This is an optimization exercise on Yosys and OpenROAD, whose aim is small area, a short achievable clock period and few clock cycles per item, not a production implementation. No functional check of the RTL was part of any run shown here.

## flow/design.v (module list and top-level ports; edited modules follow where they fit)
// module sqrt_binary_search: 883 lines
module sqrt_binary_search (
    input  logic        clk,
    input  logic        rst,         
    input  logic        valid_in,
    input  logic [15:0] x,           
    output logic [15:0] x_sqrt,      
    output logic        valid_out
);
  // ...
==> flow/flow/run.sh <==
#!/bin/bash
# The standard layout (standard.sh), with two changes:
#  - no adder-cell mapping in synthesis (ADDER_MAP_FILE empty): ABC maps the
#    adders from plain gates instead of the slow ha/fa cells;
#  - buf_2 cells as the port buffers (buffer_ports otherwise picks the slow
#    clkdlybuf4s50_1).
set -e
export ADDER_MAP_FILE=
export BUFFER_PORTS_ARGS="-buffer_cell sky130_fd_sc_hd__buf_2"
export SETUP_MOVE_SEQUENCE=sizeup
bash standard.sh > standard.log 2>&1
==> flow/standard.sh <==
#!/bin/bash
# synth_recipe.tcl (not shown) runs the flow's synth.tcl, then flattens the netlist and writes it again
# the make line also repeats each setting of config.mk as NAME=value (left out here)
make -C /OpenROAD-flow-scripts/flow DESIGN_CONFIG=/design/flow/config.mk WORK_HOME=/design/flow/orfs CLKGATE_MAP_FILE= SYNTH_SCRIPT=/design/flow/synth_recipe.tcl "${@:-finish}"
==> flow/config.mk <==
export PLATFORM = sky130hd
export DESIGN_NAME = sqrt_binary_search
export DESIGN_NICKNAME = sqrt_binary_search
export VERILOG_FILES = /design/flow/design.v
export SDC_FILE = /design/flow/constraint.sdc
export NUM_CORES = 4
export LEC_CHECK = 0
export ABC_AREA = 1
export CAP_MARGIN = 20
export CORE_MARGIN = 2
export CORE_UTILIZATION = 40
export PLACE_DENSITY = 0.85
export SETUP_SLACK_MARGIN = 3.5
export SLEW_MARGIN = 20
export TNS_END_PERCENT = 10
==> flow/constraint.sdc <==
create_clock -name core_clock -period 11.0 [get_ports {clk}]
set_input_delay 2.2000 -clock core_clock [delete_from_list [all_inputs] [get_ports {clk}]]
set_output_delay 2.2000 -clock core_clock [all_outputs]
set_load 0.01 [all_outputs]
==> impl_metrics.env, run 1 <==
export IMPL_synth_seq_cells=18
export IMPL_yosysMostFrequentCell="nand2_1"
export IMPL_ant_nets=0
export IMPL_path_buf_inv=5
export IMPL_crit_family="simple AND/OR/NAND/NOR gates"
export IMPL_top_layer="met4"
export IMPL_largest_class="multi-input combinational cells"
export IMPL_fin_cells=834
export IMPL_synth_edf_count=0
export IMPL_largest_register_ffs=9
export IMPL_fp_dieW_um=103
export IMPL_setup_ws_ns=3.81
export IMPL_dpl_instance_area_um2=4130
export IMPL_cts_tree="built"
export IMPL_synth_area_per_cell_um2=5.79
export IMPL_num_antenna_cells=0
export IMPL_htreeDepth=1
export IMPL_ioPinCount=36
export IMPL_synth_compound_gate_area_share_pct=6.94
export IMPL_die_h_um=103
export IMPL_timing_fmax_ghz=0.139
export IMPL_met3_length_um=263
export IMPL_place_gp_congestion=0.945
export IMPL_synth_cell_types=42
export IMPL_yosys_area_top_type="nand2_1"
export IMPL_crit_path_max_fanout=13
export IMPL_wl_met2_um=4740
export IMPL_drt_wl_total_um=9110
export IMPL_status="finished clean"
export IMPL_setup_tns_ns=0
export IMPL_multi_input_area_um2=3310
export IMPL_largest_register="r_r"
export IMPL_place_ws_ns=3.49
export IMPL_clkbuf_count=4
export IMPL_synth_top_family_by_area="simple AND/OR/NAND/NOR gates"
export IMPL_max_cap_violations=0
export IMPL_fp_dieArea_um2=10500
==> run 2, diff against run 1 <==
--- a/flow/flow/run.sh
+++ b/flow/flow/run.sh
@@ -9,3 +9,2 @@
 export BUFFER_PORTS_ARGS="-buffer_cell sky130_fd_sc_hd__buf_2"
-export SETUP_MOVE_SEQUENCE=sizeup
 bash standard.sh > standard.log 2>&1
--- a/flow/config.mk
+++ b/flow/config.mk
@@ -11,5 +11,3 @@
 export CORE_UTILIZATION = 40
-export PLACE_DENSITY = 0.85
-export SETUP_SLACK_MARGIN = 3.5
+export SETUP_SLACK_MARGIN = 1.5
 export SLEW_MARGIN = 20
-export TNS_END_PERCENT = 10
==> run 2 against run 1 <==
Synthesized area unchanged. Sequential cell count unchanged. Via count down 1.7%. Largest cell class unchanged. Routed wire length grew 5.4%. Still clean on timing, DRC and antenna. Design area decreased by 5.7%. Synthesized cell count is the same.
==> impl_metrics.env, run 2 <==
export IMPL_syn_inst=673
export IMPL_clock_sinks=18
export IMPL_final_cell_mix="nand2_1 (226), inv_1 (85), nand3_1 (73)"
export IMPL_period_minus_slack_ns=7.96
export IMPL_critPathLaunch="o_r[0]"
export IMPL_io_buffer_count=31
export IMPL_yosys_area_top_type="nand2_1"
export IMPL_numCtsBuffers=3
export IMPL_nNetsFinal=721
export IMPL_largest_register_ffs=9
export IMPL_path_clk_slew_ns=0.06
export IMPL_ioPinCount=36
export IMPL_layout_drive_gt1_share_pct=17.3
export IMPL_yosysMostFrequentCell="nand2_1"
export IMPL_largest_register="r_r"
export IMPL_dp_hpwl_um=8170
export IMPL_fp_dieArea_um2=10500
export IMPL_grtUsageMet3_pct=0.475
export IMPL_synthFlopType="dfxtp_1"
export IMPL_relSlewSlack_pct=61.9
export IMPL_grt_setup_unrepaired="false"
export IMPL_synth_top_area_share_pct=21.8
export IMPL_period_share_pct=72.4
export IMPL_htreeDepth=1
export IMPL_vias_per_cell=4.82
export IMPL_fin_cells=834
export IMPL_fp_dieW_um=103
export IMPL_ys_warn_count=1
export IMPL_crit_path_max_fanout=13
export IMPL_cp_depth=44
export IMPL_synth_seq_cells=18
export IMPL_worst_pin_slew_ns=0.572
export IMPL_drtIter0Drc=131
export IMPL_grtUsageMet2_pct=34.1
export IMPL_layout_commonest_cell="nand2_1"
export IMPL_grt_pass1_wl_um=15900
export IMPL_grt_start_max_net_pins=14
export IMPL_finalMaxSlewViolations=0
export IMPL_synthTopCellsByArea="nand2_1 (22%), xor2_1 (10%), nand3_1 (9.4%)"
export IMPL_syn2layout_area_growth_pct=7.45
export IMPL_crit_type="reg2out"
export IMPL_timing_fmax_ghz=0.126
export IMPL_synth_cell_types=42
export IMPL_cpPeakStageDelay_ns=0.44
export IMPL_ant_nets=0
export IMPL_start_util_pct=40.6
export IMPL_cp_endpoint="x_sqrt[0]"
export IMPL_critPathCaptureType="output port"
export IMPL_largestRegisters="r_r: 9 flops, o_r: 7 flops"
export IMPL_hold_viol_final=0
export IMPL_wl_per_cell_um=11.5
export IMPL_row_count=36
export IMPL_worstPathRequired_ns=8.80
export IMPL_num_vias=4016
export IMPL_track_usage_pct=18.5
export IMPL_setup_viol=0
export IMPL_status="finished clean"
export IMPL_hold_class="in2reg"
export IMPL_clk_path_buf_depth=2
export IMPL_crit_path_frequent_cell="nand2_1"
export IMPL_drt_wl_total_um=9600
export IMPL_grt_ovfl_total=0
export IMPL_path_buf_inv=4
export IMPL_cts_setup_buffers=0
export IMPL_use_met1_pct=24.4
export IMPL_ctsHoldBuffers=0
export IMPL_first_global_vias=3636
export IMPL_critPathArrivalTime_ns=5.76
export IMPL_synthesis_area_um2=3890
export IMPL_critPathLaunchType="register"
export IMPL_cts_tree="built"
export IMPL_slowest_stage="dfxtp_1"
export IMPL_grt_busiest_layer="met2"
export IMPL_setup_tns_ns=0
export IMPL_num_fill_cells=1055
export IMPL_crit_family="simple AND/OR/NAND/NOR gates"
export IMPL_regArea_um2=360
export IMPL_fp_coreArea_um2=9590
export IMPL_cts_root_buf="clkbuf_8"
export IMPL_cts_repair_resized=0
export IMPL_synthTopCellsByCount="nand2_1 (226), inv_1 (85), nand3_1 (73), xor2_1 (46), nor2_1 (43)"
export IMPL_synth_area_per_cell_um2=5.79
export IMPL_place_inst=830
export IMPL_place_gp_congestion=0.909
export IMPL_num_antenna_cells=0
export IMPL_dr_pass1_iters=5
export IMPL_post_route_util_pct=43.6
export IMPL_die_h_um=103
export IMPL_drcViolationCount=0
export IMPL_synth_edf_count=0
export IMPL_antenna_found_initial=0
export IMPL_multi_input_area_um2=3070
export IMPL_max_cap_violations=0
export IMPL_seq_area_frac_synth_pct=9.25
export IMPL_ys_async_sr_fraction_pct=0
export IMPL_whs_ns=2.09
[run 2: cell counts after synthesis]
Identical to the previous run, type by type.
[run 2: layout make-up]
cell class,instances,area share [%]
multi-input combinational,552,73.4
clock buffer,4,1.32
tap,133,3.98
sequential,18,8.61
inverter,96,8.94
timing repair buffer,31,3.71
[run 2: per-layer routing]
| metal | part of all wire, % | wire [um] |
|---|---|---|
| met1 | 47 | 4480 |
| met4 | 0.79 | 76 |
| met3 | 3.8 | 364 |
| met2 | 49 | 4680 |
| met5 | 0 | 0 |
[run 2: worst min-delay path by stage]
stage,startpoint,endpoint,slack [ns],depth (start not counted)
2_1_floorplan,x[0],r_r[0],2.26,1
3_3_place_gp,rst,v_r,2.36,2
3_5_place_dp,rst,v_r,2.36,2
4_1_cts,rst,v_r,2.09,2
5_1_grt,rst,v_r,2.09,2
6_report,rst,v_r,2.09,2
[run 2: logic make-up after synthesis]
| group | Yosys count | synth area share [%] |
|---|---|---|
| other | 1 | 0.0963 |
| AO/OA/AOI/OAI | 43 | 6.94 |
| buffers and inverters | 106 | 12.1 |
| XOR/XNOR | 78 | 19.2 |
| AND/OR/NAND/NOR | 427 | 52.4 |
| flip-flops | 18 | 9.25 |
[run 2: stage by stage]
stage	setup WS, ns	cell area, um2
global route	2.34	4180
finish	3.04	4180
global placement	3.54	4130
detailed placement	3.36	4130
CTS	3.06	4180
floorplan	4.54	3910

-- separate check: timing with driven ports --
The results above use ideal ports. As a check the final layouts listed here were re-extracted and re-timed, cells and wires unchanged.
Step 1 (the two cells are an assumption about what drives the block):
set clk [get_ports {clk}]
set_driving_cell -lib_cell sky130_fd_sc_hd__clkbuf_16 $clk
set_driving_cell -lib_cell sky130_fd_sc_hd__buf_2 [delete_from_list [all_inputs] $clk]
Step 2, shift: input delay + t, output delay - t, t = (earliest + latest rising clock arrival at the registers) / 2. This alone moves slack from input paths to output paths.
Slacks: ideal ports / drivers / drivers and shift; pairs: ideal ports / drivers.
run | t, ns | slack for setup (ns) | worst setup path at the end
run 1 | 0.279 | 3.806 / 3.780 / 3.886 | input to register
run 2 | 0.272 | 3.039 / 3.018 / 3.290 | register to output
After both steps every run listed still meets setup and hold.
